Context: an optimization exercise on an open-source flow, tuned for small area, a short achievable clock period and few clock cycles. The choices shown serve that exercise and are no tape-out recipe.
The clock port is modelled as an ideal driver, which makes a skipped or thinned clock tree look cheaper than it is; a real chip needs a root buffer or a tree.
Power is estimated from default activity; no workload was simulated.

build 2:
==> flow/design.v <==
`timescale 1ns/10ps
module ELA(clk, rst, in_data, data_rd, req, wen, addr, data_wr, done);
	input				clk;
	input				rst;
	input		[7:0]	in_data;
	input		[7:0]	data_rd;
	output				req;
	output	reg			wen;
	output	reg	[9:0]	addr;
	output	reg	[7:0]	data_wr;
	output	reg			done;
	reg			main, vld, nreq;
	assign req = ~nreq;
	reg			s0, s1, s2;
	reg	[4:0]	k;
	reg	[3:0]	j;
	reg	[7:0]	xr, v, yr, p, q;
	reg	[8:0]	dreg, bd;
	reg	[7:0]	sreg, bs;
	wire [7:0] yn = ~yr;
	wire [7:0] sp = xr ^ yr;	 
	wire [7:0] ep = xr ^ yn;	 
	reg [7:0] sg, sq, eg, eq;	 
	integer l, i, t;
	always @(*) begin
		sg = xr & yr;
		sq = sp;
		eg = xr & yn;
		eq = ep;
		for (l = 0; l < 3; l = l + 1)
			for (i = 0; i < 8; i = i + 1)
				if ((i >> l) & 1) begin
					t = ((i >> (l + 1)) << (l + 1)) + (1 << l) - 1;
					sg[i] = sg[i] | (sq[i] & sg[t]);
					sq[i] = sq[i] & sq[t];
					eg[i] = eg[i] | (eq[i] & eg[t]);
					eq[i] = eq[i] & eq[t];
				end
	end
	wire [8:0] sum = {sg[7], sp ^ {sg[6:0], 1'b0}};
	wire [8:0] e = {eg[7], ep ^ {eg[6:0], 1'b0}};
	wire [7:0] m = e[8] ? e[7:0] : ~e[7:0];
	wire [10:0] cmp = {2'b00, dreg[7:0], 1'b1} + {~bd[8], ~bd, dreg[8]};
	wire lt = cmp[10];
	wire [8:0] dm1 = dreg[8] ? {1'b0, dreg[7:0]} : {1'b0, dreg[7:0]} - 9'd1;
	reg cen;
	wire upd = s1 | (lt & cen);
	wire [4:0] k1 = k + 5'd1;
	always @(posedge clk) begin
		dreg <= {e[8], m};
		sreg <= sum[8:1];
		if (upd) begin
			bd <= dm1;
			bs <= sreg;
		end
		if (s0) begin
			xr <= v;
			v <= xr;
		end else if (s1)
			xr <= data_rd;
		if (s0)
			yr <= data_wr;
		else if (s1)
			yr <= q;
		else
			yr <= p;
		if (s1) begin
			p <= yr;
			q <= p;
		end
		cen <= s1 ? (k[4:1] != 4'd0) : s2 ? (k != 5'd1 && k != 5'd2) : 1'b0;
		data_wr <= s1 ? bs : in_data;
		addr[4:0] <= s1 ? k - 5'd2 : k;
		addr[5] <= s1;
		if (!main)
			addr[9:6] <= 4'd0;
		else if (s2)
			addr[9:6] <= j + 4'd1;
		else if (s1 && k[4:1] == 4'd0)
			addr[9:6] <= j - 4'd1;
		else
			addr[9:6] <= j;
	end
	always @(posedge clk or posedge rst) begin
		if (rst) begin
			main <= 1'b0;
			vld <= 1'b0;
			s0 <= 1'b0;
			s1 <= 1'b0;
			s2 <= 1'b0;
			k <= 5'd0;
			j <= 4'd0;
			nreq <= 1'b0;
			wen <= 1'b0;
			done <= 1'b0;
		end else if (done) begin
			nreq <= 1'b1;
			wen <= 1'b0;
		end else if (!main) begin
			vld <= ~nreq;
			if (vld) k <= k1;
			wen <= vld;
			if (vld && k == 5'd31) begin
				main <= 1'b1;
				s2 <= 1'b1;
				nreq <= 1'b1;
			end
		end else begin
			s0 <= s2;
			s1 <= s0;
			s2 <= s1;
			nreq <= ~s0;
			if (s1) begin
				k <= k1;
				if (k == 5'd31) j <= j + 4'd1;
			end
			if (s2) begin
				wen <= (j != 4'd15);
				if (j == 4'd15 && k == 5'd2) begin
					done <= 1'b1;
					main <= 1'b0;
					wen <= 1'b0;
				end
			end else
				wen <= s1;
		end
	end
endmodule
==> flow/config.mk <==
export PLATFORM = sky130hd
export DESIGN_NAME = ELA
export DESIGN_NICKNAME = ELA
export VERILOG_FILES = /design/flow/design.v
export SDC_FILE = /design/flow/constraint.sdc
export NUM_CORES = 8
export LEC_CHECK = 0
export CAP_MARGIN = 20
export CORE_MARGIN = 2
export CORE_UTILIZATION = 40
export SETUP_SLACK_MARGIN = 3.0
export SLEW_MARGIN = 20
==> flow/constraint.sdc <==
create_clock -name core_clock -period 5.0 [get_ports {clk}]
set_input_delay 1.0000 -clock core_clock [delete_from_list [all_inputs] [get_ports {clk}]]
set_output_delay 1.0000 -clock core_clock [all_outputs]
set_load 0.01 [all_outputs]
standard.sh (not shown) runs the stock make flow with config.mk's settings and CLKGATE_MAP_FILE= SYNTH_SCRIPT=/design/flow/synth_recipe.tcl, a recipe that flattens the netlist after the stock synthesis.
==> flow/flow/run.sh <==
#!/bin/bash
# Own layout flow: the standard ORFS flow (standard.sh), except that
# - the clock tree is built by flow/cts.tcl, a copy of ORFS's cts.tcl whose
#   TritonCTS call is replaced by one level of clock buffers fed by the clock
#   port (manual_clock_tree there);
# - flow/env.sh may set MAKEVARS, extra ORFS variables for the steps after
#   synthesis. Synthesis is the standard one, unchanged.
# Every tool's output goes to a log in this folder.
set -euo pipefail
W=$(pwd)
rm -rf "$W/scripts"
cp -r "$FLOW_HOME/scripts" "$W/scripts"
cp "$W/flow/cts.tcl" "$W/scripts/cts.tcl"
export SCRIPTS_DIR="$W/scripts"
export CLKTREE_NBUF=4
export CLKTREE_BUF=sky130_fd_sc_hd__clkbuf_16
MAKEVARS=()
if [ -f "$W/flow/env.sh" ]; then source "$W/flow/env.sh"; fi
bash standard.sh synth > "$W/flow_synth.log" 2>&1
for step in floorplan place cts finish; do
  bash standard.sh "${MAKEVARS[@]}" $step > "$W/flow_$step.log" 2>&1
done
test -s "$W/out/final.def"
Other scripts of this flow, unchanged in this note and not shown: flow/flow/cts.tcl, flow/flow/env.sh
Input-level comparison between trial 77 and build 2:
--- a/flow/design.v
+++ b/flow/design.v
@@ -39,15 +39,16 @@
 	end
 	wire [8:0] sum = {sg[7], sp ^ {sg[6:0], 1'b0}};
 	wire [8:0] e = {eg[7], ep ^ {eg[6:0], 1'b0}};
-	wire [7:0] m = e[8] ? e[7:0] : ~e[7:0];
-	wire [10:0] cmp = {2'b00, dreg[7:0], 1'b1} + {~bd[8], ~bd, dreg[8]};
-	wire lt = cmp[10];
-	wire [8:0] dm1 = dreg[8] ? {1'b0, dreg[7:0]} : {1'b0, dreg[7:0]} - 9'd1;
-	reg cen;
-	wire upd = s1 | (lt & cen);
+	wire [7:0] de = dreg[7:0];
+	wire [10:0] cmp1 = {2'b00, de, 1'b1} + {~bd[8], ~bd, 1'b1};
+	wire [10:0] cmp0 = {2'b00, ~de, 1'b1} + {~bd[8], ~bd, 1'b0};
+	wire lt = dreg[8] ? cmp1[10] : cmp0[10];
+	wire [8:0] dm1 = dreg[8] ? {1'b0, de} : {1'b0, ~de} - 9'd1;
+	wire edge_col = (k == 5'd1) || (k == 5'd2);
+	wire upd = s1 | (lt & ~edge_col & (s2 | s0));
 	wire [4:0] k1 = k + 5'd1;
 	always @(posedge clk) begin
-		dreg <= {e[8], m};
+		dreg <= e;
 		sreg <= sum[8:1];
 		if (upd) begin
 			bd <= dm1;
@@ -68,7 +69,6 @@
 			p <= yr;
 			q <= p;
 		end
-		cen <= s1 ? (k[4:1] != 4'd0) : s2 ? (k != 5'd1 && k != 5'd2) : 1'b0;
 		data_wr <= s1 ? bs : in_data;
 		addr[4:0] <= s1 ? k - 5'd2 : k;
 		addr[5] <= s1;
==> comparison <==
Trial 77 against build 2: final period utilization now sits lower, post-route minimum period now sits lower.
Diff build 2 -> trial 77: die area +130 um2, flip-flop and latch area -10 um2, count of multi-input combinational gates +5, setup slack after placement -0.11 ns.
Smallest hold slack of build 2 is on par with trial 77.
Between build 2 and trial 77, the flow reports sequential cell count of the final layout decreasing slightly.
The final reports for trial 77 and build 2 show fraction of layout instances using a drive strength above 1 higher in the former.
Trial 77 against build 2: global-route wire length before repair was more or less identical; cell internal power dissipation -about 2.6%.
Function was not checked in any run of this note: the RTL went through the layout flow alone. No run of this note takes its clock network from TritonCTS; it comes from the design's own scripts or RTL.

[port drivers added, routing unchanged]
In the flow no input, the clock included, has a driving cell. The finished layouts below were timed again as built, in two steps.
Step 1 sets driving cells, clkbuf_16 on the clock port and buf_2 on the other inputs (assumed; they add their load-dependent delay and slew).
Step 2 adds t to the input delays and takes it off the output delays; t is the mean of the earliest and latest rising clock arrival at the registers after step 1. Input paths then give back, and output paths get back, about the clock's delay inside the block.
Three values: no drivers, after step 1, after step 2; two values: the first two.
run | shift t [ns] | setup WS [ns] | slew at the worst register clock pin (ns) | worst slew at a driven data input, ns
build 2 | 0.236 | 2.948 / 2.948 / 2.948 | 0.10 / 0.10 | 0.04
trial 77 | 0.243 | 2.970 / 2.970 / 2.970 | 0.11 / 0.11 | 0.03
After both steps setup and hold are still met in every run listed.
